Source: an optimization exercise on an open RTL-to-GDS flow (aim: small area, a short achievable clock period and few clock cycles). Production flows keep margins and buffers that such runs may drop.
Where RTL was checked, it was by simulation tests only, not by an equivalence proof against the original.
No functional check of the RTL was part of runs 2 and 3.
No activity file was given, so power comes from the tool's default toggle rates.

==> flow/standard.sh <==
#!/bin/bash
# synth_recipe.tcl (not shown) runs the flow's synth.tcl, then flattens the netlist and writes it again
# the make line also repeats each setting of config.mk as NAME=value (left out here)
make -C /OpenROAD-flow-scripts/flow DESIGN_CONFIG=/design/flow/config.mk WORK_HOME=/design/flow/orfs CLKGATE_MAP_FILE= SYNTH_SCRIPT=/design/flow/synth_recipe.tcl "${@:-finish}"
==> flow/flow/run.sh <==
#!/bin/bash
# The standard layout (the standard.sh, unchanged synthesis script and
# settings from config.mk), except that Yosys does not extract full-adder
# cells: with ADDER_MAP_FILE empty, ORFS's synth.tcl skips extract_fa, so ABC
# maps the adder trees from plain gates (faster than sky130 fa_1 cells).
# Registers are unaffected.
set -euo pipefail
export ADDER_MAP_FILE=
bash standard.sh > standard.log 2>&1
==> flow/config.mk <==
export PLATFORM = sky130hd
export DESIGN_NAME = LMFE
export DESIGN_NICKNAME = LMFE
export VERILOG_FILES = /design/flow/design.v
export SDC_FILE = /design/flow/constraint.sdc
export NUM_CORES = 4
export LEC_CHECK = 0
export CAP_MARGIN = 20
export CORE_MARGIN = 2
export CORE_UTILIZATION = 40
export CTS_BUF_LIST = sky130_fd_sc_hd__clkbuf_16
export CTS_CLUSTER_DIAMETER = 120
export CTS_CLUSTER_SIZE = 30
export SETUP_SLACK_MARGIN = 3.3
export SLEW_MARGIN = 20
==> flow/constraint.sdc <==
create_clock -name core_clock -period 6.0 [get_ports {clk}]
set_input_delay 1.2000 -clock core_clock [delete_from_list [all_inputs] [get_ports {clk}]]
set_output_delay 1.2000 -clock core_clock [all_outputs]
set_load 0.01 [all_outputs]
==> flow/design.v <==
module LMFE ( clk, reset, Din, in_en, busy, out_valid, Dout, mem_cen, mem_wen, mem_addr, mem_d, mem_q);
input   clk;
input   reset;
input   in_en;
output  busy;
output  out_valid;
input   [7:0]  Din;
output  [7:0]  Dout;
output  mem_cen;
output  mem_wen;
output  [9:0]  mem_addr;
output  [7:0]  mem_d;
input   [7:0]  mem_q;
localparam S_PRE = 2'd0, S_RUN = 2'd1, S_FIN = 2'd2;
reg  [1:0]  state;
reg  [14:0] ldpos;       
reg  [2:0]  k;           
reg         busy_r, outv_r, cen_r, wen_r, seldin_r, accf;
reg  [9:0]  addr_r;
reg  [7:0]  din_r, dout_r;
assign busy      = busy_r;
assign out_valid = outv_r;
assign Dout      = dout_r;
assign mem_cen   = cen_r;
assign mem_wen   = wen_r;
assign mem_addr  = addr_r;
assign mem_d     = din_r;
wire [7:0] row6  = ldpos[14:7];
wire [6:0] ldcol = ldpos[6:0];
wire run = (state == S_RUN);
wire pre = (state == S_PRE);
wire [8:0] rr = {1'b0, row6} + {6'b0, k} - 9'd6;
wire rr_ok = ~rr[8] & ~rr[7];
  reg [7:0] P0;
  reg [7:0] P1;
  reg [7:0] P2;
  reg [7:0] P3;
  reg [7:0] P4;
  reg [7:0] P5;
  reg [7:0] P6;
  reg [7:0] P7;
  reg [7:0] P8;
  reg [7:0] P9;
  reg [7:0] P10;
  reg [7:0] P11;
  reg [7:0] P12;
  reg [7:0] P13;
  reg [7:0] P14;
  reg [7:0] P15;
  reg [7:0] P16;
  reg [7:0] P17;
  reg [7:0] P18;
  reg [7:0] P19;
  reg [7:0] P20;
  reg [7:0] P21;
  reg [7:0] P22;
  reg [7:0] P23;
  reg [7:0] P24;
  reg [7:0] P25;
  reg [7:0] P26;
  reg [7:0] P27;
  reg [7:0] P28;
  reg [7:0] P29;
  reg [7:0] P30;
  reg [7:0] P31;
  reg [7:0] P32;
  reg [7:0] P33;
  reg [7:0] P34;
  reg [7:0] P35;
  reg [7:0] P36;
  reg [7:0] P37;
  reg [7:0] P38;
  reg [7:0] P39;
  reg [7:0] P40;
  reg [7:0] P41;
  reg [7:0] P42;
  reg [7:0] P43;
  reg [7:0] P44;
  reg [7:0] P45;
  reg [7:0] P46;
  reg [7:0] P47;
  reg [7:0] P48;
  reg [7:0] P49;
  reg [7:0] P50;
  reg [7:0] P51;
  reg [7:0] P52;
  reg [7:0] P53;
  reg [7:0] P54;
  reg [7:0] P55;
  reg [7:0] P56;
  reg [7:0] P57;
  reg [7:0] P58;
  reg [7:0] P59;
  reg [7:0] P60;
  reg [7:0] P61;
  reg [7:0] P62;
wire [7:0] bus = seldin_r ? (in_en ? Din : 8'd0) : (cen_r ? 8'd0 : mem_q);
reg  [7:0] bus_rot;
always @(*) begin
  case (k)
      3'd0: bus_rot = {bus[7], bus[5], bus[4], bus[3], bus[2], bus[1], bus[0], bus[6]};
      3'd1: bus_rot = {bus[7], bus[1], bus[0], bus[6], bus[5], bus[4], bus[3], bus[2]};
      3'd2: bus_rot = {bus[7], bus[4], bus[3], bus[2], bus[1], bus[0], bus[6], bus[5]};
      3'd3: bus_rot = {bus[7], bus[0], bus[6], bus[5], bus[4], bus[3], bus[2], bus[1]};
      3'd4: bus_rot = {bus[7], bus[3], bus[2], bus[1], bus[0], bus[6], bus[5], bus[4]};
      3'd5: bus_rot = {bus[7], bus[6], bus[5], bus[4], bus[3], bus[2], bus[1], bus[0]};
      3'd6: bus_rot = {bus[7], bus[2], bus[1], bus[0], bus[6], bus[5], bus[4], bus[3]};
    default: bus_rot = bus;
  endcase
end
always @(posedge clk) begin
    P0 <= bus_rot;
    P1 <= P0;
    P2 <= P1;
    P3 <= P2;
    P4 <= P3;
    P5 <= P4;
    P6 <= P5;
    P7 <= P6;
    P8 <= P7;
    P9 <= P8;
    P10 <= P9;
    P11 <= P10;
    P12 <= P11;
    P13 <= P12;
    P14 <= P13;
    P15 <= P14;
    P16 <= P15;
    P17 <= P16;
    P18 <= P17;
    P19 <= P18;
    P20 <= P19;
    P21 <= P20;
    P22 <= P21;
    P23 <= P22;
    P24 <= P23;
    P25 <= P24;
    P26 <= P25;
    P27 <= P26;
    P28 <= P27;
    P29 <= P28;
    P30 <= P29;
    P31 <= P30;
    P32 <= P31;
    P33 <= P32;
    P34 <= P33;
    P35 <= P34;
    P36 <= P35;
    P37 <= P36;
    P38 <= P37;
    P39 <= P38;
    P40 <= P39;
    P41 <= P40;
    P42 <= P41;
    P43 <= P42;
    P44 <= P43;
    P45 <= P44;
    P46 <= P45;
    P47 <= P46;
    P48 <= P47;
    P49 <= P48;
    P50 <= P49;
    P51 <= P50;
    P52 <= P51;
    P53 <= P52;
    P54 <= P53;
    P55 <= P54;
    P56 <= P55;
    P57 <= P56;
    P58 <= P57;
    P59 <= P58;
    P60 <= P59;
    P61 <= P60;
    P62 <= P61;
end
wire [6:0] fcn = ldcol - 7'd3;      
reg  [6:0] colact;                  
reg  [4:0] k0;                      
always @(*) begin
  case (fcn)
    7'd0:   begin colact = 7'b0001111; k0 = 5'd4;  end
    7'd1:   begin colact = 7'b0011111; k0 = 5'd11; end
    7'd2:   begin colact = 7'b0111111; k0 = 5'd18; end
    7'd125: begin colact = 7'b1111110; k0 = 5'd18; end
    7'd126: begin colact = 7'b1111100; k0 = 5'd11; end
    7'd127: begin colact = 7'b1111000; k0 = 5'd4;  end
    default: begin colact = 7'b1111111; k0 = 5'd25; end
  endcase
end
wire [48:0] msb;
  assign msb[0] = P0[7];
  assign msb[1] = P1[7];
  assign msb[2] = P2[7];
  assign msb[3] = P3[7];
  assign msb[4] = P4[7];
  assign msb[5] = P5[7];
  assign msb[6] = P6[7];
  assign msb[7] = P7[7];
  assign msb[8] = P8[7];
  assign msb[9] = P9[7];
  assign msb[10] = P10[7];
  assign msb[11] = P11[7];
  assign msb[12] = P12[7];
  assign msb[13] = P13[7];
  assign msb[14] = P14[7];
  assign msb[15] = P15[7];
  assign msb[16] = P16[7];
  assign msb[17] = P17[7];
  assign msb[18] = P18[7];
  assign msb[19] = P19[7];
  assign msb[20] = P20[7];
  assign msb[21] = P21[7];
  assign msb[22] = P22[7];
  assign msb[23] = P23[7];
  assign msb[24] = P24[7];
  assign msb[25] = P25[7];
  assign msb[26] = P26[7];
  assign msb[27] = P27[7];
  assign msb[28] = P28[7];
  assign msb[29] = P29[7];
  assign msb[30] = P30[7];
  assign msb[31] = P31[7];
  assign msb[32] = P32[7];
  assign msb[33] = P33[7];
  assign msb[34] = P34[7];
  assign msb[35] = P35[7];
  assign msb[36] = P36[7];
  assign msb[37] = P37[7];
  assign msb[38] = P38[7];
  assign msb[39] = P39[7];
  assign msb[40] = P40[7];
  assign msb[41] = P41[7];
  assign msb[42] = P42[7];
  assign msb[43] = P43[7];
  assign msb[44] = P44[7];
  assign msb[45] = P45[7];
  assign msb[46] = P46[7];
  assign msb[47] = P47[7];
  assign msb[48] = P48[7];
reg  [2:0] ccr;                            
reg  [2:0] CC0, CC1, CC2, CC3, CC4, CC5;    
reg  [5:0] sreg;                           
reg  [6:0] colact_n;                      
reg  [4:0] k0_n;
reg  [2:0] ccsel;
always @(*) begin
  case (k)
    3'd1:    ccsel = colact_n[2] ? CC1 : 3'd0;
    3'd2:    ccsel = colact_n[3] ? CC2 : 3'd0;
    3'd3:    ccsel = colact_n[4] ? CC3 : 3'd0;
    3'd4:    ccsel = colact_n[5] ? CC4 : 3'd0;
    3'd5:    ccsel = colact_n[6] ? CC5 : 3'd0;
    3'd6:    ccsel = colact_n[0] ? ccr : 3'd0;
    default: ccsel = 3'd0;
  endcase
end
wire [5:0] sbase = (k == 3'd1) ? (colact_n[1] ? {3'b0, CC0} : 6'd0) : sreg;
wire [5:0] snext = sbase + {3'b0, ccsel};
wire [5:0] sfin  = sreg + {3'b0, colact_n[0] ? ccr : 3'd0};    
always @(posedge clk) begin
  ccr <= ((k == 3'd0) ? 3'd0 : ccr) + {2'b0, ~bus[7]};
  if (k == 3'd0) begin
    CC0 <= ccr; CC1 <= CC0; CC2 <= CC1; CC3 <= CC2; CC4 <= CC3; CC5 <= CC4;
  end
  sreg <= snext;
  if (k == 3'd0) begin
    colact_n <= colact;
    k0_n     <= k0;
  end
end
wire e7 = colact_n[0] & ~msb[0];               
wire [5:0] z7 = sreg + {5'b0, e7};
reg lt0, lt1;
always @(posedge clk) begin
  lt0 <= (sfin < {1'b0, k0_n});
  lt1 <= (sfin < {1'b0, k0_n} - 6'd1);
end
wire d7 = e7 ? lt1 : lt0;                       
wire [5:0] minit = d7 ? (z7 - {1'b0, k0_n}) : (6'd0 - {1'b0, k0_n});
wire [48:0] act;
  assign act[0] = colact_n[0];
  assign act[1] = colact_n[0];
  assign act[2] = colact_n[0];
  assign act[3] = colact_n[0];
  assign act[4] = colact_n[0];
  assign act[5] = colact_n[0];
  assign act[6] = colact_n[0];
  assign act[7] = colact_n[1];
  assign act[8] = colact_n[1];
  assign act[9] = colact_n[1];
  assign act[10] = colact_n[1];
  assign act[11] = colact_n[1];
  assign act[12] = colact_n[1];
  assign act[13] = colact_n[1];
  assign act[14] = colact_n[2];
  assign act[15] = colact_n[2];
  assign act[16] = colact_n[2];
  assign act[17] = colact_n[2];
  assign act[18] = colact_n[2];
  assign act[19] = colact_n[2];
  assign act[20] = colact_n[2];
  assign act[21] = colact_n[3];
  assign act[22] = colact_n[3];
  assign act[23] = colact_n[3];
  assign act[24] = colact_n[3];
  assign act[25] = colact_n[3];
  assign act[26] = colact_n[3];
  assign act[27] = colact_n[3];
  assign act[28] = colact_n[4];
  assign act[29] = colact_n[4];
  assign act[30] = colact_n[4];
  assign act[31] = colact_n[4];
  assign act[32] = colact_n[4];
  assign act[33] = colact_n[4];
  assign act[34] = colact_n[4];
  assign act[35] = colact_n[5];
  assign act[36] = colact_n[5];
  assign act[37] = colact_n[5];
  assign act[38] = colact_n[5];
  assign act[39] = colact_n[5];
  assign act[40] = colact_n[5];
  assign act[41] = colact_n[5];
  assign act[42] = colact_n[6];
  assign act[43] = colact_n[6];
  assign act[44] = colact_n[6];
  assign act[45] = colact_n[6];
  assign act[46] = colact_n[6];
  assign act[47] = colact_n[6];
  assign act[48] = colact_n[6];
wire [48:0] finit = act & ~(msb ^ {49{d7}});
wire init = run & (k == 3'd0);
wire [61:0] tap;
  assign tap[0] = P0[0];
  assign tap[1] = P1[3];
  assign tap[2] = P2[6];
  assign tap[3] = P3[2];
  assign tap[4] = P4[5];
  assign tap[5] = P5[1];
  assign tap[6] = P6[4];
  assign tap[7] = P7[0];
  assign tap[8] = P8[3];
  assign tap[9] = P9[6];
  assign tap[10] = P10[2];
  assign tap[11] = P11[5];
  assign tap[12] = P12[1];
  assign tap[13] = P13[4];
  assign tap[14] = P14[0];
  assign tap[15] = P15[3];
  assign tap[16] = P16[6];
  assign tap[17] = P17[2];
  assign tap[18] = P18[5];
  assign tap[19] = P19[1];
  assign tap[20] = P20[4];
  assign tap[21] = P21[0];
  assign tap[22] = P22[3];
  assign tap[23] = P23[6];
  assign tap[24] = P24[2];
  assign tap[25] = P25[5];
  assign tap[26] = P26[1];
  assign tap[27] = P27[4];
  assign tap[28] = P28[0];
  assign tap[29] = P29[3];
  assign tap[30] = P30[6];
  assign tap[31] = P31[2];
  assign tap[32] = P32[5];
  assign tap[33] = P33[1];
  assign tap[34] = P34[4];
  assign tap[35] = P35[0];
  assign tap[36] = P36[3];
  assign tap[37] = P37[6];
  assign tap[38] = P38[2];
  assign tap[39] = P39[5];
  assign tap[40] = P40[1];
  assign tap[41] = P41[4];
  assign tap[42] = P42[0];
  assign tap[43] = P43[3];
  assign tap[44] = P44[6];
  assign tap[45] = P45[2];
  assign tap[46] = P46[5];
  assign tap[47] = P47[1];
  assign tap[48] = P48[4];
  assign tap[49] = P49[0];
  assign tap[50] = P50[3];
  assign tap[51] = P51[6];
  assign tap[52] = P52[2];
  assign tap[53] = P53[5];
  assign tap[54] = P54[1];
  assign tap[55] = P55[4];
  assign tap[56] = P56[0];
  assign tap[57] = P57[3];
  assign tap[58] = P58[6];
  assign tap[59] = P59[2];
  assign tap[60] = P60[5];
  assign tap[61] = P61[1];
wire [62:0] tapl;
  assign tapl[0] = 1'b0;
  assign tapl[1] = P1[0];
  assign tapl[2] = P2[3];
  assign tapl[3] = P3[6];
  assign tapl[4] = P4[2];
  assign tapl[5] = P5[5];
  assign tapl[6] = P6[1];
  assign tapl[7] = P7[4];
  assign tapl[8] = P8[0];
  assign tapl[9] = P9[3];
  assign tapl[10] = P10[6];
  assign tapl[11] = P11[2];
  assign tapl[12] = P12[5];
  assign tapl[13] = P13[1];
  assign tapl[14] = P14[4];
  assign tapl[15] = P15[0];
  assign tapl[16] = P16[3];
  assign tapl[17] = P17[6];
  assign tapl[18] = P18[2];
  assign tapl[19] = P19[5];
  assign tapl[20] = P20[1];
  assign tapl[21] = P21[4];
  assign tapl[22] = P22[0];
  assign tapl[23] = P23[3];
  assign tapl[24] = P24[6];
  assign tapl[25] = P25[2];
  assign tapl[26] = P26[5];
  assign tapl[27] = P27[1];
  assign tapl[28] = P28[4];
  assign tapl[29] = P29[0];
  assign tapl[30] = P30[3];
  assign tapl[31] = P31[6];
  assign tapl[32] = P32[2];
  assign tapl[33] = P33[5];
  assign tapl[34] = P34[1];
  assign tapl[35] = P35[4];
  assign tapl[36] = P36[0];
  assign tapl[37] = P37[3];
  assign tapl[38] = P38[6];
  assign tapl[39] = P39[2];
  assign tapl[40] = P40[5];
  assign tapl[41] = P41[1];
  assign tapl[42] = P42[4];
  assign tapl[43] = P43[0];
  assign tapl[44] = P44[3];
  assign tapl[45] = P45[6];
  assign tapl[46] = P46[2];
  assign tapl[47] = P47[5];
  assign tapl[48] = P48[1];
  assign tapl[49] = P49[4];
  assign tapl[50] = P50[0];
  assign tapl[51] = P51[3];
  assign tapl[52] = P52[6];
  assign tapl[53] = P53[2];
  assign tapl[54] = P54[5];
  assign tapl[55] = P55[1];
  assign tapl[56] = P56[4];
  assign tapl[57] = P57[0];
  assign tapl[58] = P58[3];
  assign tapl[59] = P59[6];
  assign tapl[60] = P60[2];
  assign tapl[61] = P61[5];
  assign tapl[62] = P62[1];
reg  [62:0] F0;
reg  [5:0] M0;
reg  [6:0] R0;
reg  [62:0] F1;
reg  [5:0] M1;
reg  [6:0] R1;
wire [62:0] Flast = F1;
wire [5:0] mlast = M1;
wire [6:0] Rlast = R1;
wire [61:0] xc = F0[61:0] & ~tap;
wire [6:0] y;
wire [5:0] mfirst = M0;
  wire c0_1;
  wire c0_2;
  assign c0_1 = xc[0] ^ xc[1] ^ xc[2];
  assign c0_2 = (xc[0] & xc[1]) | (xc[0] & xc[2]) | (xc[1] & xc[2]);
  wire c0_3;
  wire c0_4;
  assign c0_3 = xc[3] ^ xc[4] ^ xc[5];
  assign c0_4 = (xc[3] & xc[4]) | (xc[3] & xc[5]) | (xc[4] & xc[5]);
  wire c0_5;
  wire c0_6;
  assign c0_5 = xc[6] ^ xc[7] ^ xc[8];
  assign c0_6 = (xc[6] & xc[7]) | (xc[6] & xc[8]) | (xc[7] & xc[8]);
  wire c0_7;
  wire c0_8;
  assign c0_7 = xc[9] ^ xc[10] ^ xc[11];
  assign c0_8 = (xc[9] & xc[10]) | (xc[9] & xc[11]) | (xc[10] & xc[11]);
  wire c0_9;
  wire c0_10;
  assign c0_9 = xc[12] ^ xc[13] ^ xc[14];
  assign c0_10 = (xc[12] & xc[13]) | (xc[12] & xc[14]) | (xc[13] & xc[14]);
  wire c0_11;
  wire c0_12;
  assign c0_11 = xc[15] ^ xc[16] ^ xc[17];
  assign c0_12 = (xc[15] & xc[16]) | (xc[15] & xc[17]) | (xc[16] & xc[17]);
  wire c0_13;
  wire c0_14;
  assign c0_13 = xc[18] ^ xc[19] ^ xc[20];
  assign c0_14 = (xc[18] & xc[19]) | (xc[18] & xc[20]) | (xc[19] & xc[20]);
  wire c0_15;
  wire c0_16;
  assign c0_15 = xc[21] ^ xc[22] ^ xc[23];
  assign c0_16 = (xc[21] & xc[22]) | (xc[21] & xc[23]) | (xc[22] & xc[23]);
  wire c0_17;
  wire c0_18;
  assign c0_17 = xc[24] ^ xc[25] ^ xc[26];
  assign c0_18 = (xc[24] & xc[25]) | (xc[24] & xc[26]) | (xc[25] & xc[26]);
  wire c0_19;
  wire c0_20;
  assign c0_19 = xc[27] ^ xc[28] ^ xc[29];
  assign c0_20 = (xc[27] & xc[28]) | (xc[27] & xc[29]) | (xc[28] & xc[29]);
  wire c0_21;
  wire c0_22;
  assign c0_21 = xc[30] ^ xc[31] ^ xc[32];
  assign c0_22 = (xc[30] & xc[31]) | (xc[30] & xc[32]) | (xc[31] & xc[32]);
  wire c0_23;
  wire c0_24;
  assign c0_23 = xc[33] ^ xc[34] ^ xc[35];
  assign c0_24 = (xc[33] & xc[34]) | (xc[33] & xc[35]) | (xc[34] & xc[35]);
  wire c0_25;
  wire c0_26;
  assign c0_25 = xc[36] ^ xc[37] ^ xc[38];
  assign c0_26 = (xc[36] & xc[37]) | (xc[36] & xc[38]) | (xc[37] & xc[38]);
  wire c0_27;
  wire c0_28;
  assign c0_27 = xc[39] ^ xc[40] ^ xc[41];
  assign c0_28 = (xc[39] & xc[40]) | (xc[39] & xc[41]) | (xc[40] & xc[41]);
  wire c0_29;
  wire c0_30;
  assign c0_29 = xc[42] ^ xc[43] ^ xc[44];
  assign c0_30 = (xc[42] & xc[43]) | (xc[42] & xc[44]) | (xc[43] & xc[44]);
  wire c0_31;
  wire c0_32;
  assign c0_31 = xc[45] ^ xc[46] ^ xc[47];
  assign c0_32 = (xc[45] & xc[46]) | (xc[45] & xc[47]) | (xc[46] & xc[47]);
  wire c0_33;
  wire c0_34;
  assign c0_33 = xc[48] ^ xc[49] ^ xc[50];
  assign c0_34 = (xc[48] & xc[49]) | (xc[48] & xc[50]) | (xc[49] & xc[50]);
  wire c0_35;
  wire c0_36;
  assign c0_35 = xc[51] ^ xc[52] ^ xc[53];
  assign c0_36 = (xc[51] & xc[52]) | (xc[51] & xc[53]) | (xc[52] & xc[53]);
  wire c0_37;
  wire c0_38;
  assign c0_37 = xc[54] ^ xc[55] ^ xc[56];
  assign c0_38 = (xc[54] & xc[55]) | (xc[54] & xc[56]) | (xc[55] & xc[56]);
  wire c0_39;
  wire c0_40;
  assign c0_39 = xc[57] ^ xc[58] ^ xc[59];
  assign c0_40 = (xc[57] & xc[58]) | (xc[57] & xc[59]) | (xc[58] & xc[59]);
  wire c0_41;
  wire c0_42;
  assign c0_41 = xc[60] ^ xc[61] ^ mfirst[0];
  assign c0_42 = (xc[60] & xc[61]) | (xc[60] & mfirst[0]) | (xc[61] & mfirst[0]);
  wire c0_43;
  wire c0_44;
  assign c0_43 = c0_1 ^ c0_3 ^ c0_5;
  assign c0_44 = (c0_1 & c0_3) | (c0_1 & c0_5) | (c0_3 & c0_5);
  wire c0_45;
  wire c0_46;
  assign c0_45 = c0_7 ^ c0_9 ^ c0_11;
  assign c0_46 = (c0_7 & c0_9) | (c0_7 & c0_11) | (c0_9 & c0_11);
  wire c0_47;
  wire c0_48;
  assign c0_47 = c0_13 ^ c0_15 ^ c0_17;
  assign c0_48 = (c0_13 & c0_15) | (c0_13 & c0_17) | (c0_15 & c0_17);
  wire c0_49;
  wire c0_50;
  assign c0_49 = c0_19 ^ c0_21 ^ c0_23;
  assign c0_50 = (c0_19 & c0_21) | (c0_19 & c0_23) | (c0_21 & c0_23);
  wire c0_51;
  wire c0_52;
  assign c0_51 = c0_25 ^ c0_27 ^ c0_29;
  assign c0_52 = (c0_25 & c0_27) | (c0_25 & c0_29) | (c0_27 & c0_29);
  wire c0_53;
  wire c0_54;
  assign c0_53 = c0_31 ^ c0_33 ^ c0_35;
  assign c0_54 = (c0_31 & c0_33) | (c0_31 & c0_35) | (c0_33 & c0_35);
  wire c0_55;
  wire c0_56;
  assign c0_55 = c0_37 ^ c0_39 ^ c0_41;
  assign c0_56 = (c0_37 & c0_39) | (c0_37 & c0_41) | (c0_39 & c0_41);
  wire c0_57;
  wire c0_58;
  assign c0_57 = c0_2 ^ c0_4 ^ c0_6;
  assign c0_58 = (c0_2 & c0_4) | (c0_2 & c0_6) | (c0_4 & c0_6);
  wire c0_59;
  wire c0_60;
  assign c0_59 = c0_8 ^ c0_10 ^ c0_12;
  assign c0_60 = (c0_8 & c0_10) | (c0_8 & c0_12) | (c0_10 & c0_12);
  wire c0_61;
  wire c0_62;
  assign c0_61 = c0_14 ^ c0_16 ^ c0_18;
  assign c0_62 = (c0_14 & c0_16) | (c0_14 & c0_18) | (c0_16 & c0_18);
  wire c0_63;
  wire c0_64;
  assign c0_63 = c0_20 ^ c0_22 ^ c0_24;
  assign c0_64 = (c0_20 & c0_22) | (c0_20 & c0_24) | (c0_22 & c0_24);
  wire c0_65;
  wire c0_66;
  assign c0_65 = c0_26 ^ c0_28 ^ c0_30;
  assign c0_66 = (c0_26 & c0_28) | (c0_26 & c0_30) | (c0_28 & c0_30);
  wire c0_67;
  wire c0_68;
  assign c0_67 = c0_32 ^ c0_34 ^ c0_36;
  assign c0_68 = (c0_32 & c0_34) | (c0_32 & c0_36) | (c0_34 & c0_36);
  wire c0_69;
  wire c0_70;
  assign c0_69 = c0_38 ^ c0_40 ^ c0_42;
  assign c0_70 = (c0_38 & c0_40) | (c0_38 & c0_42) | (c0_40 & c0_42);
  wire c0_71;
  wire c0_72;
  assign c0_71 = c0_43 ^ c0_45 ^ c0_47;
  assign c0_72 = (c0_43 & c0_45) | (c0_43 & c0_47) | (c0_45 & c0_47);
  wire c0_73;
  wire c0_74;
  assign c0_73 = c0_49 ^ c0_51 ^ c0_53;
  assign c0_74 = (c0_49 & c0_51) | (c0_49 & c0_53) | (c0_51 & c0_53);
  wire c0_75;
  wire c0_76;
  assign c0_75 = c0_44 ^ c0_46 ^ c0_48;
  assign c0_76 = (c0_44 & c0_46) | (c0_44 & c0_48) | (c0_46 & c0_48);
  wire c0_77;
  wire c0_78;
  assign c0_77 = c0_50 ^ c0_52 ^ c0_54;
  assign c0_78 = (c0_50 & c0_52) | (c0_50 & c0_54) | (c0_52 & c0_54);
  wire c0_79;
  wire c0_80;
  assign c0_79 = c0_56 ^ c0_57 ^ c0_59;
  assign c0_80 = (c0_56 & c0_57) | (c0_56 & c0_59) | (c0_57 & c0_59);
  wire c0_81;
  wire c0_82;
  assign c0_81 = c0_61 ^ c0_63 ^ c0_65;
  assign c0_82 = (c0_61 & c0_63) | (c0_61 & c0_65) | (c0_63 & c0_65);
  wire c0_83;
  wire c0_84;
  assign c0_83 = c0_67 ^ c0_69 ^ mfirst[1];
  assign c0_84 = (c0_67 & c0_69) | (c0_67 & mfirst[1]) | (c0_69 & mfirst[1]);
  wire c0_85;
  wire c0_86;
  assign c0_85 = c0_58 ^ c0_60 ^ c0_62;
  assign c0_86 = (c0_58 & c0_60) | (c0_58 & c0_62) | (c0_60 & c0_62);
  wire c0_87;
  wire c0_88;
  assign c0_87 = c0_64 ^ c0_66 ^ c0_68;
  assign c0_88 = (c0_64 & c0_66) | (c0_64 & c0_68) | (c0_66 & c0_68);
  wire c0_89;
  wire c0_90;
  assign c0_89 = c0_70 ^ mfirst[2];
  assign c0_90 = c0_70 & mfirst[2];
  wire c0_91;
  wire c0_92;
  assign c0_91 = c0_71 ^ c0_73 ^ c0_55;
  assign c0_92 = (c0_71 & c0_73) | (c0_71 & c0_55) | (c0_73 & c0_55);
  wire c0_93;
  wire c0_94;
  assign c0_93 = c0_72 ^ c0_74 ^ c0_75;
  assign c0_94 = (c0_72 & c0_74) | (c0_72 & c0_75) | (c0_74 & c0_75);
  wire c0_95;
  wire c0_96;
  assign c0_95 = c0_77 ^ c0_79 ^ c0_81;
  assign c0_96 = (c0_77 & c0_79) | (c0_77 & c0_81) | (c0_79 & c0_81);
  wire c0_97;
  wire c0_98;
  assign c0_97 = c0_76 ^ c0_78 ^ c0_80;
  assign c0_98 = (c0_76 & c0_78) | (c0_76 & c0_80) | (c0_78 & c0_80);
  wire c0_99;
  wire c0_100;
  assign c0_99 = c0_82 ^ c0_84 ^ c0_85;
  assign c0_100 = (c0_82 & c0_84) | (c0_82 & c0_85) | (c0_84 & c0_85);
  wire c0_101;
  wire c0_102;
  assign c0_101 = c0_87 ^ c0_89;
  assign c0_102 = c0_87 & c0_89;
  wire c0_103;
  wire c0_104;
  assign c0_103 = c0_86 ^ c0_88 ^ c0_90;
  assign c0_104 = (c0_86 & c0_88) | (c0_86 & c0_90) | (c0_88 & c0_90);
  wire c0_105;
  wire c0_106;
  assign c0_105 = c0_92 ^ c0_93 ^ c0_95;
  assign c0_106 = (c0_92 & c0_93) | (c0_92 & c0_95) | (c0_93 & c0_95);
  wire c0_107;
  wire c0_108;
  assign c0_107 = c0_94 ^ c0_96 ^ c0_97;
  assign c0_108 = (c0_94 & c0_96) | (c0_94 & c0_97) | (c0_96 & c0_97);
  wire c0_109;
  wire c0_110;
  assign c0_109 = c0_99 ^ c0_101;
  assign c0_110 = c0_99 & c0_101;
  wire c0_111;
  wire c0_112;
  assign c0_111 = c0_98 ^ c0_100 ^ c0_102;
  assign c0_112 = (c0_98 & c0_100) | (c0_98 & c0_102) | (c0_100 & c0_102);
  wire c0_113;
  wire c0_114;
  assign c0_113 = c0_103 ^ mfirst[3];
  assign c0_114 = c0_103 & mfirst[3];
  reg [14:0] pr0;
  always @(posedge clk) pr0 <= {mfirst[5], mfirst[4], c0_104, c0_114, c0_112, c0_113, c0_111, c0_110, c0_108, c0_109, c0_107, c0_106, c0_83, c0_105, c0_91};
  wire cz_1;
  wire cz_2;
  assign cz_1 = pr0[3] ^ pr0[4] ^ pr0[5];
  assign cz_2 = (pr0[3] & pr0[4]) | (pr0[3] & pr0[5]) | (pr0[4] & pr0[5]);
  wire cz_3;
  wire cz_4;
  assign cz_3 = pr0[6] ^ pr0[7] ^ pr0[8];
  assign cz_4 = (pr0[6] & pr0[7]) | (pr0[6] & pr0[8]) | (pr0[7] & pr0[8]);
  wire cz_5;
  wire cz_6;
  assign cz_5 = pr0[10] ^ pr0[11] ^ pr0[12];
  assign cz_6 = (pr0[10] & pr0[11]) | (pr0[10] & pr0[12]) | (pr0[11] & pr0[12]);
  wire cz_7;
  wire cz_8;
  assign cz_7 = cz_2 ^ cz_3 ^ pr0[9];
  assign cz_8 = (cz_2 & cz_3) | (cz_2 & pr0[9]) | (cz_3 & pr0[9]);
  wire cz_9;
  wire cz_10;
  assign cz_9 = cz_4 ^ cz_5 ^ pr0[13];
  assign cz_10 = (cz_4 & cz_5) | (cz_4 & pr0[13]) | (cz_5 & pr0[13]);
  wire cz_11;
  wire cz_12;
  assign cz_11 = cz_10 ^ cz_6 ^ pr0[14];
  assign cz_12 = (cz_10 & cz_6) | (cz_10 & pr0[14]) | (cz_6 & pr0[14]);
  wire [6:0] ya = {cz_12, cz_11, cz_8, cz_7, cz_1, pr0[1], pr0[0]};
  wire [6:0] yb = {1'b0, 1'b0, cz_9, 1'b0, 1'b0, pr0[2], 1'b0};
  assign y = ya + yb;
wire d = ~y[6];
wire [62:0] Fu1 = Flast & tapl;
wire [62:0] Fu0 = Flast & ~tapl;
wire [62:0] Fi  = {{(63-50){1'b0}}, finit, 1'b0};
always @(posedge clk) begin
  F1 <= {F0[61:0], 1'b0};
  M1 <= M0;
  R1 <= R0;
  F0 <= d ? (init ? Fi : {Fu1[61:0], 1'b0}) : (init ? Fi : {Fu0[61:0], 1'b0});
  if (init) begin
    M0 <= minit;
    R0 <= {6'b0, d7};
  end else begin
    M0 <= d ? y[5:0] : mlast;
    R0 <= {Rlast[5:0], d};
  end
  dout_r <= {Rlast, d};    
end
always @(posedge clk or posedge reset) begin
  if (reset) begin
    state    <= S_PRE;
    ldpos    <= 15'd0;
    k        <= 3'd0;
    busy_r   <= 1'b0;
    outv_r   <= 1'b0;
    cen_r    <= 1'b1;
    wen_r    <= 1'b1;
    seldin_r <= 1'b0;
  end else begin
    outv_r   <= 1'b0;
    seldin_r <= 1'b0;
    case (state)
      S_PRE: begin
        busy_r <= 1'b0;
        cen_r  <= ~in_en;
        wen_r  <= 1'b0;
        if (in_en) begin
          ldpos <= ldpos + 15'd1;
          if (ldpos == 15'd383) begin
            state    <= S_RUN;
            k        <= 3'd0;
            seldin_r <= 1'b1;
          end
        end
      end
      S_RUN: begin
        k        <= (k == 3'd6) ? 3'd0 : k + 3'd1;
        busy_r   <= ~((k == 3'd6) && (ldpos < 15'd16383));
        seldin_r <= (k == 3'd6);
        if (k == 3'd6) begin
          cen_r <= ~accf;
          wen_r <= 1'b0;
          ldpos <= ldpos + 15'd1;
        end else begin
          cen_r <= ~rr_ok;
          wen_r <= 1'b1;
        end
        if (k == 3'd0) begin
          outv_r <= (ldpos >= 15'd390);
          if (ldpos == 15'd16773) state <= S_FIN;
        end
      end
      default: begin
        busy_r <= 1'b1;
        cen_r  <= 1'b1;
        wen_r  <= 1'b1;
      end
    endcase
  end
end
always @(posedge clk) begin
  if ((pre || (run && k == 3'd0)) && in_en) din_r <= Din;
  if (run && k == 3'd0) accf <= in_en;
  if (pre || (run && k == 3'd6)) addr_r <= ldpos[9:0];
  else if (run) addr_r <= {rr[2:0], ldcol};
end
endmodule
==> results of run 1 <==
==> cell families (layout without fill, tap and decap cells) <==
logic type | after synthesis | count (layout) | synth area share, %
buf+inv | 79 | 161 | 1.64
flops | 717 | 717 | 69.3
mux | 11 | 12 | 0.522
compound gates | 211 | 211 | 6.18
simple gates | 342 | 342 | 7.92
xor+xnor | 264 | 264 | 12.0
fa+ha+maj | 53 | 53 | 2.46
==> registers in the layout, indices dropped and copies added (netlist names), 10 cells and up <==
| name | count |
|---|---|
| addr_r | 10 |
| ldpos | 15 |
| F0 | 61 |
| F1 | 59 |
| pr0 | 14 |
==> per-stage QoR <==
| stage | util (%) | cells |
|---|---|---|
| 2_1_floorplan | - | 1677 |
| 5_1_grt | 46.1 | 2456 |
| 4_1_cts | 44.6 | 2428 |
| 6_report | 46.1 | 2456 |
| 3_3_place_gp | 42.4 | 2370 |
| 3_5_place_dp | 42.4 | 2370 |
==> path summary, 6_finish.rpt <==
path,startpoint,endpoint
setup / recovery,pr0[11],F0[50]
min in group asynchronous,reset,busy_r
hold reg to reg,P13[5],P14[5]
hold / removal,P13[5],P14[5]
setup reg to reg,pr0[11],F0[50]
max in group asynchronous,reset,k[1]
==> cells in the mapped netlist (3+ instances only) <==
cell type and number:
inv_1 20, nor3_1 15, nand2_1 118, nand2b_1 17, o22ai_1 48, nand3_1 23
a22o_1 6, xnor3_1 8, a22oi_1 19, a221oi_1 3, a21oi_1 41, and2_1 18
xor3_1 11, nor2b_1 61, a21boi_0 4, nor3b_1 3, maj3_1 53, o221ai_1 3
edfxtp_1 47, xor2_1 50, or2_2 3, and3b_1 3, o21ai_0 48, o211ai_1 5
mux2i_1 9, dfrtp_1 23, nor2_1 45, a21o_1 14, and3_1 17, clkbuf_1 42
nor4_1 3, o21a_1 4, dfxtp_1 645, buf_6 5, buf_1 6, a31oi_1 3
xnor2_1 195, nand4_1 6
==> timing repair <==
| action | 4_1_cts | 5_1_grt |
|---|---|---|
| cloned | 5 | 7 |
| pin swaps | 19 | 69 |
| setup buffers | 17 | 21 |
| setup endpoints to repair | 104 | 74 |
| gates resized for setup | 77 | 109 |
==> layout by cell type, fill, tap and decap left out, types with 35 or more instances in the layout <==
master / count
dfxtp_1: 634
xnor2_1: 161
maj3_1: 43
nor2_1: 43
a21oi_1: 38
nor2b_1: 35
nand2_1: 117
edfxtp_1: 47
o21ai_0: 44
o22ai_1: 45
xor2_1: 49
==> cell type report <==
| cell class | count | area [µm²] | share of cell area (%) |
|---|---|---|---|
| repair inverters | 1 | 5.00 | 0.0203 |
| flip-flops and latches | 717 | 15000 | 60.6 |
| well taps | 696 | 871 | 3.52 |
| repair buffers | 102 | 1140 | 4.62 |
| clock inverters | 8 | 81.3 | 0.329 |
| inverters | 22 | 87.6 | 0.354 |
| multi-input cells | 882 | 6850 | 27.7 |
| clock buffers | 28 | 701 | 2.84 |
==> power by group <==
part / leakage [nW] / internal (mW) / switching [mW]
logic: 2.98 / 0.482 / 0.502
clock network: 0.397 / 0.865 / 1.37
registers: 6.09 / 5.06 / 0.219
total: 9.46 / 6.40 / 2.09
==> routing by layer <==
| metal | GRT usage, % | vias up | wire [µm] | share of wire (%) |
|---|---|---|---|---|
| met5 | 0 | - | 0 | 0 |
| met4 | 3.01 | 0 | 670 | 1.7 |
| met3 | 1.80 | 44 | 1170 | 3.1 |
| met2 | 23.2 | 144 | 18800 | 49 |
| met1 | 16.6 | 5527 | 17700 | 46 |
| li1 | - | 5720 | - | - |
==> flow_summary.ini, run 1 <==
[outcome]
status = complete, no violations

[clock_network]
cts_tree = done
insertion_delay_ps = 610
cts_hold_buf = 0
clock-sinks = 717
clk_path_buf_depth = 3
cts_buffers = 28
root_buffer = clkbuf_16
htree_levels = 1
clkTransAtPathRegs_ps = 110

[synth]
yosysSeqAreaShare_pct = 69.3
synthTopCellsByArea = dfxtp_1 (60%), xnor2_1 (7.9%), edfxtp_1 (6.5%), dfrtp_1 (2.7%), maj3_1 (2.5%)
yosysTopAreaCell = dfxtp_1
synth_cell_types = 63
yosys_warnings = 1
postSynthAreaPerCell_um2 = 12.9
syn_nets = 1696
synth_edf_count = 47
syn_area_um2 = 21600
synthArstFlopShare_pct = 3.49
synthFlopType = dfxtp_1
ys_ff_latch = 717
synth_top_area_share_pct = 59.8
postSynthCellCount = 1677

[sta]
finalCriticalPeriod_ps = 2680
relSlewSlack_pct = 36.4
period_share_pct = 44.7
setup_violations = 0
holdWs_ps = 324
clock_skew_ps = 36.2
hold_viol = 0
report.final.slew_viol_count = 0
finalSetupTns_ps = 0
setup_ws_ps = 3320
tightest_slew_ps = 952
grt_setup_unrepaired = yes
fmax_mhz = 373

[detailed_routing]
dr.pass1.iters = 4
routed_wl_um = 38300
wl_per_cell_um = 15.6
vias = 11400
drc = 0
via_per_inst = 4.66
drt_iter0_drc = 544
ant_nets = 0

[die]
start_util_pct = 40.3
fp.coreArea_um2 = 53600
die_width_um = 236
die_area_um2 = 55800
core.rowCount = 85
die_h_um = 236
ioPinCount = 49

[final_layout]
fin_area_um2 = 24700
syn2layout_area_growth_pct = 14.5
n_antenna_cell = 0
drive_gt1_share_pct = 12.3
fillCellCount = 4845
nets = 1773

[placed_design]
dpl-instance-area_um2 = 22800
gp_congestion = 0.784
place_hpwl_um = 23900
detailedPlace.worstSlack_ps = 2720
io_buffer_count = 48

[setup_path]
worst-path-max-fanout = 7
worstSetupStartpointType = flop
slowest_delay_ps = 440
crit_buf_inv = 3
cp_slowest_cell = xnor3_2
cp_cell_sequence = xnor3_2 > xnor3_1 > a21oi_1 > o21ai_1 > nand2_2 > and3_4 > a211oi_4 > buf_6 > buf_4 > clkbuf_16 > xor2_1 > and3_1
critical_path.top_delay_family = XOR/XNOR gates
worstSetupPathType = flop to flop
critPathCaptureType = flop
crit_cells = 12
ff2ff_setup_slack_ps = 3320
arrival_ps = 3240
reg2reg_depth = 12
required_ps = 6560

[flow_run]
drv_cap = 0

[global_routing]
grt_pass1_vias = 11200
overflow = 0
grt_first_pass_wirelength_um = 58200
antenna_found_initial = 0
grt_use_total_pct = 13.0
grt_start_max_net_pins = 78

[min_path]
hold_class = flop to flop
holdPathStages = 0

[power]
p_total_mw = 8.49
power.density_nw_per_um2 = 344
p_leak_nw = 9.46
vdd_ir_drop_max_mv = 0.253
Testbench counts, summed over its fixed seeds: cycles 1,381,296.
==> run 2, diff against run 1 <==
--- a/flow/design.v
+++ b/flow/design.v
@@ -327,7 +327,6 @@
   assign act[46] = colact_n[6];
   assign act[47] = colact_n[6];
   assign act[48] = colact_n[6];
-wire [48:0] finit = act & ~(msb ^ {49{d7}});
 wire init = run & (k == 3'd0);
 wire [61:0] tap;
   assign tap[0] = P0[0];
@@ -726,14 +725,14 @@
   wire [6:0] yb = {1'b0, 1'b0, cz_9, 1'b0, 1'b0, pr0[2], 1'b0};
   assign y = ya + yb;
 wire d = ~y[6];
-wire [62:0] Fu1 = Flast & tapl;
-wire [62:0] Fu0 = Flast & ~tapl;
-wire [62:0] Fi  = {{(63-50){1'b0}}, finit, 1'b0};
+wire [62:0] fa = init ? {{(63-50){1'b0}}, act, 1'b0} : {Flast[61:0], 1'b0};
+wire [62:0] fb = init ? {{(63-50){1'b0}}, msb, 1'b0} : {tapl[61:0], 1'b0};
+wire             fc = init ? d7 : d;
 always @(posedge clk) begin
   F1 <= {F0[61:0], 1'b0};
   M1 <= M0;
   R1 <= R0;
-  F0 <= d ? (init ? Fi : {Fu1[61:0], 1'b0}) : (init ? Fi : {Fu0[61:0], 1'b0});
+  F0 <= fa & ~(fb ^ {63{fc}});
   if (init) begin
     M0 <= minit;
     R0 <= {6'b0, d7};
--- a/flow/config.mk
+++ b/flow/config.mk
@@ -9,7 +9,7 @@
 export CORE_MARGIN = 2
 export CORE_UTILIZATION = 40
 export CTS_BUF_LIST = sky130_fd_sc_hd__clkbuf_16
-export CTS_CLUSTER_DIAMETER = 120
+export CTS_CLUSTER_DIAMETER = 60
 export CTS_CLUSTER_SIZE = 30
 export SETUP_SLACK_MARGIN = 3.3
 export SLEW_MARGIN = 20
==> flow_summary.ini, run 2 <==
[global_routing]
grt_use_total_pct = 13.0
grt_first_pass_wirelength_um = 58000
antenna_found_initial = 0
grt_start_max_net_pins = 80
grt_pass1_vias = 11100
overflow = 0

[sta]
holdWs_ps = 309
fmax_mhz = 330
finalSetupTns_ps = 0
grt_setup_unrepaired = yes
relSlewSlack_pct = 40.1
setup_ws_ps = 2970
finalCriticalPeriod_ps = 3030
setup_violations = 0
clock_skew_ps = 33.2
hold_viol = 0
tightest_slew_ps = 892
report.final.slew_viol_count = 0
period_share_pct = 50.5

[power]
p_sw_mw = 1.99
seq_power_share_pct = 60.3
p_int_mw = 6.57
p_leak_nw = 9.97
switching_share_pct = 23.3
power.share.clock_pct = 35.9
comb_power_share_pct = 3.8
power.density_nw_per_um2 = 348
p_total_mw = 8.56
vdd_ir_drop_max_mv = 0.193

[synth]
synth_top_area_share_pct = 60.3
synthFlopType = dfxtp_1
synthTopCellsByArea = dfxtp_1 (60%), xnor2_1 (7.0%), edfxtp_1 (6.6%), xor2_1 (3.3%), dfrtp_1 (2.7%)
ys_ff_latch = 717
synth_common_cells = dfxtp_1 (645), xnor2_1 (171), xor2_1 (80)
synth_cell_types = 65
postSynthAreaPerCell_um2 = 13.0
yosys_warnings = 1
syn_area_um2 = 21400
synth_edf_count = 47
postSynthCellCount = 1645
yosysSeqAreaShare_pct = 69.8
yosysMostFrequentCell = dfxtp_1
synthArstFlopShare_pct = 3.49
yosysTopAreaCell = dfxtp_1
syn_nets = 1664

[final_layout]
n_antenna_cell = 0
nets = 1723
drive_gt1_share_pct = 10.1
most-common-layout-cells = dfxtp_1 (640), xnor2_1 (155), xor2_1 (79), nand2_1 (76), nor2_1 (75)
reg_top3 = F0: 61 flops, F1: 59 flops, ldpos: 15 flops
stdcell_count = 2418
syn2layout_area_growth_pct = 14.9
fillCellCount = 4709
largest_reg_flops = 61
largest-register = F0
final_common_cell = dfxtp_1

[setup_path]
worstSetupStartpointType = flop
required_ps = 6470
worstSetupPathType = flop to flop
critPathCaptureType = flop
worst-path-max-fanout = 10
arrival_ps = 3500

[placed_design]
io_buffer_count = 48
gp_congestion = 0.801
dpl.cell_count = 2328
place_hpwl_um = 23500
detailedPlace.worstSlack_ps = 2270

[clock_network]
cts_tree = done
clock-sinks = 717
insertion_delay_ps = 580
cts_buffers = 39
root_buffer = clkbuf_16
clkTransAtPathRegs_ps = 100
clk_path_buf_depth = 3
htree_levels = 2

[die]
die_area_um2 = 55400
start_util_pct = 40.6
die_h_um = 235
ioPinCount = 49
core.rowCount = 84
die_width_um = 235
fp.coreArea_um2 = 52800

[detailed_routing]
routed_wl_um = 36100
via_per_inst = 4.62
drc = 0
vias = 11200
dr.pass1.iters = 5
drt_iter0_drc = 455
ant_nets = 0
wl_per_cell_um = 14.9

[outcome]
status = complete, no violations

[min_path]
hold_class = flop to flop

[flow_run]
drv_cap = 0
==> run 2: changes by cell type after synthesis, moves of 6 or more <==
cell	delta
o22ai_1	-43
xor2_1	+30
xnor2_1	-24
nor2_1	+33
xor3_1	-9
and3_1	+6
nand2_1	-40
a22oi_1	-17
a32o_1	+40
a21o_1	-6
a31o_2	+6
clkbuf_1	+6
==> run 2: per-stage QoR <==
| stage | utilization (%) | area (µm²) |
|---|---|---|
| after floorplan | - | 21400 |
| after global placement | 42.8 | 22600 |
| after detailed placement | 42.8 | 22600 |
| after CTS | 45.9 | 24200 |
| after global routing | 46.6 | 24600 |
| final | 46.6 | 24600 |
==> run 2: logic make-up (layout without fill, tap and decap cells) <==
family / after synthesis / in the layout / share of synthesized area (%)
compound gates: 195 / 195 / 6.48
fa+ha+maj: 48 / 48 / 2.24
flops: 717 / 717 / 69.8
xor+xnor: 264 / 264 / 11.6
mux: 13 / 13 / 0.614
buf+inv: 83 / 167 / 1.61
simple gates: 325 / 326 / 7.58
==> run 2: cell type report <==
class                   count  area [µm²]  area share [%]
clock buffers              39         976            3.97
multi-input cells         846        6420            26.1
clock inverters            28         408            1.66
flip-flops and latches    717       15000            60.9
repair buffers             76         862            3.51
well taps                 688         861            3.50
inverters                  24        98.8           0.402
==> run 2: worst max-delay path, cell delays in order, from the launching register on <==
cell	delay (ps)
dfxtp_2	340
xnor3_2	470
xnor2_4	230
and4_1	250
o31ai_2	80
maj3_2	370
nor2_4	140
o21a_1	180
o221ai_4	120
buf_12	180
clkbuf_16	190
xnor2_1	130
a31o_2	240
==> run 2: path summary, 6_finish.rpt <==
kind	start	endpoint	slack, ps	depth (start not counted)
hold reg to reg	P19[3]	P20[3]	310	0
setup / recovery	pr0[7]	F0[23]	2970	12
setup reg to reg	pr0[7]	F0[23]	2970	12
min in group asynchronous	reset	ldpos[13]	1000	2
hold / removal	P19[3]	P20[3]	310	0
max in group asynchronous	reset	k[1]	4510	2
==> run 2: what timing repair did <==
| item | CTS | global route |
|---|---|---|
| pin swaps | 1 | 23 |
| hold buffers | 0 | 0 |
| resized for setup | 39 | 63 |
| endpoints found under the setup margin | 84 | 83 |
| setup buffers | 10 | 8 |
| hold endpoints to repair | 0 | 0 |
| cloned | 3 | 2 |
==> run 2: metal layers <==
layer / vias to the layer above / GRT usage (%) / part of all wire [%]
met3: 61 / 2.56 / 3.8
li1: 5597 / - / -
met5: - / 0 / 0
met4: 0 / 4.05 / 2.5
met1: 5333 / 16.9 / 46
met2: 177 / 22.0 / 47
==> run 2: power by group through the flow <==
stage          combinational, mW  sequential (mW)  clock [mW]
2_1_floorplan              0.225             5.22           0
3_3_place_gp               0.308             5.27           0
3_5_place_dp               0.316             5.27           0
4_1_cts                    0.321             5.16        3.18
5_1_grt                    0.361             5.19        3.35
6_report                   0.327             5.16        3.07
==> run 3, diff against run 2 <==
--- a/flow/config.mk
+++ b/flow/config.mk
@@ -11,5 +11,5 @@
 export CTS_BUF_LIST = sky130_fd_sc_hd__clkbuf_16
 export CTS_CLUSTER_DIAMETER = 60
 export CTS_CLUSTER_SIZE = 30
-export SETUP_SLACK_MARGIN = 3.3
+export SETUP_SLACK_MARGIN = 3.1
 export SLEW_MARGIN = 20
==> flow_summary.ini, run 3 <==
[setup_path]
worstSetupPathType = flop to flop
critPathCaptureType = flop
arrival_ps = 3570
cp_slowest_cell = xnor3_2
crit_buf_inv = 2
critical_path.top_delay_family = XOR/XNOR gates
worstSetupStartpointType = flop
slowest_delay_ps = 470
worst-path-max-fanout = 7
cp_cell_sequence = xnor3_2 > xnor2_4 > and4_4 > o31ai_4 > maj3_2 > nor2_4 > o21a_1 > o221ai_4 > buf_12 > clkbuf_16 > xnor2_2 > a32o_1
required_ps = 6500

[sta]
fmax_mhz = 326
finalCriticalPeriod_ps = 3070
hold_viol = 0
setup_violations = 0
clock_skew_ps = 24.3
finalSetupTns_ps = 0
period_share_pct = 51.2
relSlewSlack_pct = 48.7
report.final.slew_viol_count = 0
grt_setup_unrepaired = yes
tightest_slew_ps = 767
setup_ws_ps = 2930

[synth]
synth_edf_count = 47
synthTopCellsByArea = dfxtp_1 (60%), xnor2_1 (7.0%), edfxtp_1 (6.6%), xor2_1 (3.3%), dfrtp_1 (2.7%)
synthFlopType = dfxtp_1
ys_ff_latch = 717
synthArstFlopShare_pct = 3.49
synth_top_area_share_pct = 60.3
yosys_warnings = 1
postSynthCellCount = 1645
syn_area_um2 = 21400
syn_nets = 1664
yosysMostFrequentCell = dfxtp_1
postSynthAreaPerCell_um2 = 13.0
yosysSeqAreaShare_pct = 69.8
yosysTopAreaCell = dfxtp_1
synth_common_cells = dfxtp_1 (645), xnor2_1 (171), xor2_1 (80)
synth_cell_types = 65

[final_layout]
n_antenna_cell = 0
final_common_cell = dfxtp_1
nets = 1733
reg_top3 = F0: 61 flops, F1: 59 flops, ldpos: 15 flops
syn2layout_area_growth_pct = 15.7
drive_gt1_share_pct = 10.1
most-common-layout-cells = dfxtp_1 (642), xnor2_1 (145), xor2_1 (80), nand2_1 (76), nor2_1 (75)
largest_reg_flops = 61
largest-register = F0

[global_routing]
antenna_found_initial = 0
grt_util_met1_pct = 17.2
met2_usage_pct = 23.2
globalRoute.busiestLayer = met2
met3_usage_pct = 2.43
grt_pass1_vias = 11400
grt_use_total_pct = 13.6
grt_start_max_net_pins = 80
grt_first_pass_wirelength_um = 60500
overflow = 0

[power]
power.density_nw_per_um2 = 347
p_leak_nw = 10.0
vdd_ir_drop_max_mv = 0.201

[detailed_routing]
via_per_inst = 4.68
wl_per_cell_um = 15.5
dr.pass1.iters = 5
drt_iter0_drc = 589
drc = 0
vias = 11400
ant_nets = 0
routed_wl_um = 37800

[clock_network]
root_buffer = clkbuf_16
cts_buffers = 40
clkTransAtPathRegs_ps = 100
insertion_delay_ps = 600
cts_tree = done
clock-sinks = 717
htree_levels = 2
clk_path_buf_depth = 3

[placed_design]
io_buffer_count = 48
detailedPlace.worstSlack_ps = 2220
gp_congestion = 0.795
place_hpwl_um = 24100

[outcome]
status = complete, no violations

[min_path]
hold_class = flop to flop

[die]
core.rowCount = 84
die_width_um = 235
start_util_pct = 40.6
fp.coreArea_um2 = 52800
die_area_um2 = 55400
ioPinCount = 49
die_h_um = 235

[flow_run]
drv_cap = 0
[run 3: cell types whose count changed in the layout (fill, tap and decap cells not counted), sizes merged]
cell           previous run  this run
dlygate4sd2               6         2
bufinv                    1         0
clkdlybuf4s50            34        46
inv                      35        41
clkbuf                   41        46
clkinv                   14         9
dlymetal6s2s              8         0
buf                      26        33
[run 3: through the flow]
stage	power [mW]	std cells	cell area [µm²]	hold WS (ps)	util, %
floorplan	5.44	1645	21400	310	-
global placement	5.58	2327	22600	310	42.8
detailed placement	5.59	2327	22600	312	42.8
CTS	8.71	2408	24200	313	45.9
global route	8.96	2430	24800	320	47.0
finish	8.60	2430	24800	311	47.0
[run 3: where the power goes]
part	leakage (nW)	switching [mW]	internal [mW]
logic	3.26	0.154	0.174
registers	6.09	0.133	5.02
clock network	0.690	1.72	1.40
[run 3: layer usage]
layer | wire length [µm] | vias up
met5 | 0 | -
met4 | 925 | 0
met3 | 1310 | 64
met2 | 18100 | 185
met1 | 17400 | 5477
li1 | - | 5636
[run 3: logic make-up after synthesis]
| family | share of synthesized area (%) |
|---|---|
| flip-flops | 69.8 |
| AND/OR/NAND/NOR | 7.58 |
| XOR/XNOR | 11.6 |
| AO/OA/AOI/OAI | 6.48 |
| buffers and inverters | 1.61 |
| adder cells (fa/ha/maj) | 2.24 |
| multiplexers | 0.614 |
[run 3: worst paths after layout]
check / from / end / slack, ps / depth (start not counted)
max: pr0[8] / F0[7] / 2930 / 12
min: P60[1] / P61[1] / 310 / 0
max reg2reg: pr0[8] / F0[7] / 2930 / 12
min reg2reg: P60[1] / P61[1] / 310 / 0
max in group asynchronous: reset / cen_r / 4510 / 3
min in group asynchronous: reset / ldpos[12] / 940 / 2
[run 3: area by class of cell]
cell class | count | area (µm²)
Clock inverter | 28 | 359
Inverter | 24 | 98.8
Multi-Input combinational cell | 846 | 6500
Clock buffer | 42 | 1050
Sequential cell | 717 | 15000
Fill cell | 4745 | 28000
Tap cell | 688 | 861
Timing Repair Buffer | 85 | 930
[run 3: what timing repair did]
item / in CTS / in global routing
gates resized for setup: 32 / 48
gates cloned: 4 / 3
hold buffers: 0 / 0
setup buffers: 7 / 18
endpoints found under the hold margin: 0 / 0
pin swaps: 9 / 31
endpoints found under the setup margin: 73 / 72
[run 3: worst reg2reg max path, stage by stage, from the launching register on]
cell and delay (ps):
dfxtp_2 340, xnor3_2 470, xnor2_4 240, and4_4 270
o31ai_4 80, maj3_2 370, nor2_4 130, o21a_1 180
o221ai_4 130, buf_12 180, clkbuf_16 200, xnor2_2 140
a32o_1 260
==> run 4, diff against run 3 <==
--- a/flow/design.v
+++ b/flow/design.v
@@ -327,6 +327,7 @@
   assign act[46] = colact_n[6];
   assign act[47] = colact_n[6];
   assign act[48] = colact_n[6];
+wire [48:0] finit = act & ~(msb ^ {49{d7}});
 wire init = run & (k == 3'd0);
 wire [61:0] tap;
   assign tap[0] = P0[0];
@@ -725,14 +726,14 @@
   wire [6:0] yb = {1'b0, 1'b0, cz_9, 1'b0, 1'b0, pr0[2], 1'b0};
   assign y = ya + yb;
 wire d = ~y[6];
-wire [62:0] fa = init ? {{(63-50){1'b0}}, act, 1'b0} : {Flast[61:0], 1'b0};
-wire [62:0] fb = init ? {{(63-50){1'b0}}, msb, 1'b0} : {tapl[61:0], 1'b0};
-wire             fc = init ? d7 : d;
+wire [62:0] Fu1 = Flast & tapl;
+wire [62:0] Fu0 = Flast & ~tapl;
+wire [62:0] Fi  = {{(63-50){1'b0}}, finit, 1'b0};
 always @(posedge clk) begin
   F1 <= {F0[61:0], 1'b0};
   M1 <= M0;
   R1 <= R0;
-  F0 <= fa & ~(fb ^ {63{fc}});
+  F0 <= d ? (init ? Fi : {Fu1[61:0], 1'b0}) : (init ? Fi : {Fu0[61:0], 1'b0});
   if (init) begin
     M0 <= minit;
     R0 <= {6'b0, d7};
==> flow/flow/run.sh (replaced) <==
#!/bin/bash
# The standard layout (the standard.sh, unchanged synthesis script and
# settings from config.mk), with two changes to how cells are chosen:
# - ADDER_MAP_FILE is empty, so ORFS's synth.tcl skips extract_fa and ABC maps
#   the adder trees from plain gates (faster than sky130 fa_1 cells);
# - every input and output port still gets its own buffer, but a buf_4
#   instead of the clkdlybuf4s50_1 delay cell buffer_ports picks by default.
# Registers are unaffected.
set -euo pipefail
export ADDER_MAP_FILE=
export BUFFER_PORTS_ARGS="-buffer_cell sky130_fd_sc_hd__buf_4"
bash standard.sh > standard.log 2>&1
--- a/flow/config.mk
+++ b/flow/config.mk
@@ -11,5 +11,5 @@
 export CTS_BUF_LIST = sky130_fd_sc_hd__clkbuf_16
 export CTS_CLUSTER_DIAMETER = 60
 export CTS_CLUSTER_SIZE = 30
-export SETUP_SLACK_MARGIN = 3.1
+export SETUP_SLACK_MARGIN = 3.6
 export SLEW_MARGIN = 20
==> flow_summary.ini, run 4 <==
[global_routing]
grt_first_pass_wirelength_um = 62600
overflow = 0
grt_start_max_net_pins = 39
grt_pass1_vias = 11700
grt_use_total_pct = 14.3
antenna_found_initial = 2

[die]
core.rowCount = 85
fp.coreArea_um2 = 53600
die_width_um = 236
ioPinCount = 49
die_area_um2 = 55800
start_util_pct = 40.3
die_h_um = 236

[synth]
synthTopCellsByArea = dfxtp_1 (60%), xnor2_1 (7.9%), edfxtp_1 (6.5%), dfrtp_1 (2.7%), maj3_1 (2.5%)
synth_top_area_share_pct = 59.8
synth_edf_count = 47
syn_nets = 1696
syn_area_um2 = 21600
synthFlopType = dfxtp_1
synth_cell_types = 63
yosysMostFrequentCell = dfxtp_1
yosys_warnings = 1
ys_ff_latch = 717
synthArstFlopShare_pct = 3.49
postSynthAreaPerCell_um2 = 12.9
synth_common_cells = dfxtp_1 (645), xnor2_1 (195), nand2_1 (118)
postSynthCellCount = 1677
yosysSeqAreaShare_pct = 69.3
yosysTopAreaCell = dfxtp_1

[setup_path]
r2r-start = pr0[12]
cp_cell_sequence = xnor3_2 > xnor3_1 > a21oi_2 > o21ai_2 > nand2_2 > and3_4 > a211oi_4 > buf_12 > buf_12 > clkbuf_16 > xor2_1 > and3_1
ff2ff_setup_slack_ps = 3360
cpMostUsedCell = buf_12
worst-path-max-fanout = 7
required_ps = 6550
worstSetupStartpointType = flop
critical_path.top_delay_family = XOR/XNOR gates
worstSetupPathType = flop to flop
arrival_ps = 3190
crit_start = pr0[12]
crit_buf_inv = 3
critPathCaptureType = flop
cp_slowest_cell = xnor3_2
slowest_delay_ps = 450

[placed_design]
dpl-instance-area_um2 = 22700
detailedPlace.worstSlack_ps = 2430
place_hpwl_um = 24300
gp_congestion = 0.788
io_buffer_count = 48

[clock_network]
clk_path_buf_depth = 3
clkTransAtPathRegs_ps = 110
cts_tree = done
root_buffer = clkbuf_16
clock-sinks = 717
insertion_delay_ps = 600
htree_levels = 2
cts_buffers = 40

[detailed_routing]
ant_nets = 0
wl_per_cell_um = 16.1
via_per_inst = 4.68
drc = 0
vias = 11800
drt_iter0_drc = 553
dr.pass1.iters = 5
routed_wl_um = 40700

[sta]
hold_viol = 0
fmax_mhz = 378
setup_violations = 0
finalSetupTns_ps = 0
tightest_slew_ps = 976
finalCriticalPeriod_ps = 2640
grt_setup_unrepaired = yes
relSlewSlack_pct = 34.9
setup_ws_ps = 3360
period_share_pct = 44.1
clock_skew_ps = 22.9
report.final.slew_viol_count = 0

[power]
p_total_mw = 9.50
p_leak_nw = 10.1
power.density_nw_per_um2 = 364
vdd_ir_drop_max_mv = 0.231

[final_layout]
fin_area_um2 = 26100
reg_top3 = F0: 61 flops, F1: 59 flops, ldpos: 15 flops
largest-register = F0
most-common-layout-cells = dfxtp_1 (621), xnor2_1 (145), nand2_1 (116), buf_4 (97), edfxtp_1 (47)
largest_reg_flops = 61
nets = 1813
final_util_pct = 48.7
drive_gt1_share_pct = 23.0
final_common_cell = dfxtp_1
syn2layout_area_growth_pct = 21.1

[min_path]
hold_class = flop to flop
hold_path_startpoint = P27[0]

[outcome]
status = complete, no violations

[flow_run]
drv_cap = 0
-- run 4: changes by cell type after synthesis, sizes merged, moves of 7 or more --
cell   before  now
nand2      78  119
a32o       41    1
a31o        7    0
a22oi       2   19
xnor2     172  195
nor2       78   45
xor2       80   50
xor3        2   11
o22ai       5   48
-- run 4: timing repair --
action	CTS	global route
pin swaps	47	113
setup endpoints to repair	119	100
hold buffers	0	0
resized for setup	133	136
gates cloned	10	3
setup buffers	37	27
-- run 4: report_power, final --
part	total, mW	switching, mW	internal [mW]
clock network	3.22	1.78	1.44
logic	1.00	0.493	0.507
registers	5.28	0.223	5.06
total	9.50	2.49	7.01
-- run 4: kinds of logic after synthesis --
family,after synthesis,synth area share [%]
buffers and inverters,79,1.64
multiplexers,11,0.522
XOR/XNOR,264,12.0
AND/OR/NAND/NOR,342,7.92
adder cells (fa/ha/maj),53,2.46
flip-flops,717,69.3
AO/OA/AOI/OAI,211,6.18
-- run 4: worst paths after layout --
path | cells past startpoint | to
setup / recovery | 12 | F0[52]
hold / removal | 0 | P28[0]
setup reg to reg | 12 | F0[52]
hold reg to reg | 0 | P28[0]
max in group asynchronous | 2 | k[0]
min in group asynchronous | 2 | seldin_r
-- run 4: per-stage QoR --
step | std cells | hold slack (ps)
after global routing | 2522 | 316
after detailed placement | 2371 | 312
final | 2522 | 315
after global placement | 2371 | 310
after floorplan | 1677 | 310
after CTS | 2491 | 318
-- run 4: metal layers --
layer / track usage [%] / vias up / part of all wire [%] / wire (µm)
li1: - / 5834 / - / -
met1: 18.0 / 5733 / 45 / 18200
met2: 24.8 / 174 / 49 / 19900
met3: 2.90 / 60 / 4.1 / 1660
met4: 4.07 / 0 / 2.3 / 940
met5: 0 / - / 0 / 0
-- run 4: cell type report --
cell class                      count  area, µm²
Fill cell                        4701      27500
Sequential cell                   717      15000
Multi-Input combinational cell    881       7270
Timing Repair Buffer              131       1400
Clock buffer                       41       1030
Tap cell                          696        871
Clock inverter                     32        457
Inverter                           22       91.3
Timing Repair inverter              1       5.00
Antenna cell                        1       2.50
Testbench counts of run 4, summed over its fixed seeds: cycles 1,381,296.

-- what the ideal ports hide --
How much do the figures lean on ideal ports? The routed layouts below were timed once more, with nothing changed but the port constraints.
Step 1, drivers: a clkbuf_16 drives clk and a buf_2 each remaining input, both assumed.
Step 2 adds t to the input delays and takes it off the output delays; t is the mean of the earliest and latest rising clock arrival at the registers after step 1. Input paths then give back, and output paths get back, about the clock's delay inside the block.
Three values: ideal, step 1, step 2; two values: the first two.
run	t (ns)	slack for setup (ns)	cell pins on the clock port's net
run 1	0.656	3.317 / 3.317 / 2.789	1
run 2	0.619	2.972 / 2.972 / 2.803	1
run 3	0.639	2.930 / 2.930 / 2.792	1
run 4	0.641	3.355 / 3.355 / 3.107	1
After both steps setup and hold are still met in every run listed. The setup slack of run 1, which loses most, moves by 0.000 ns with the drivers and by -0.528 ns with both steps.
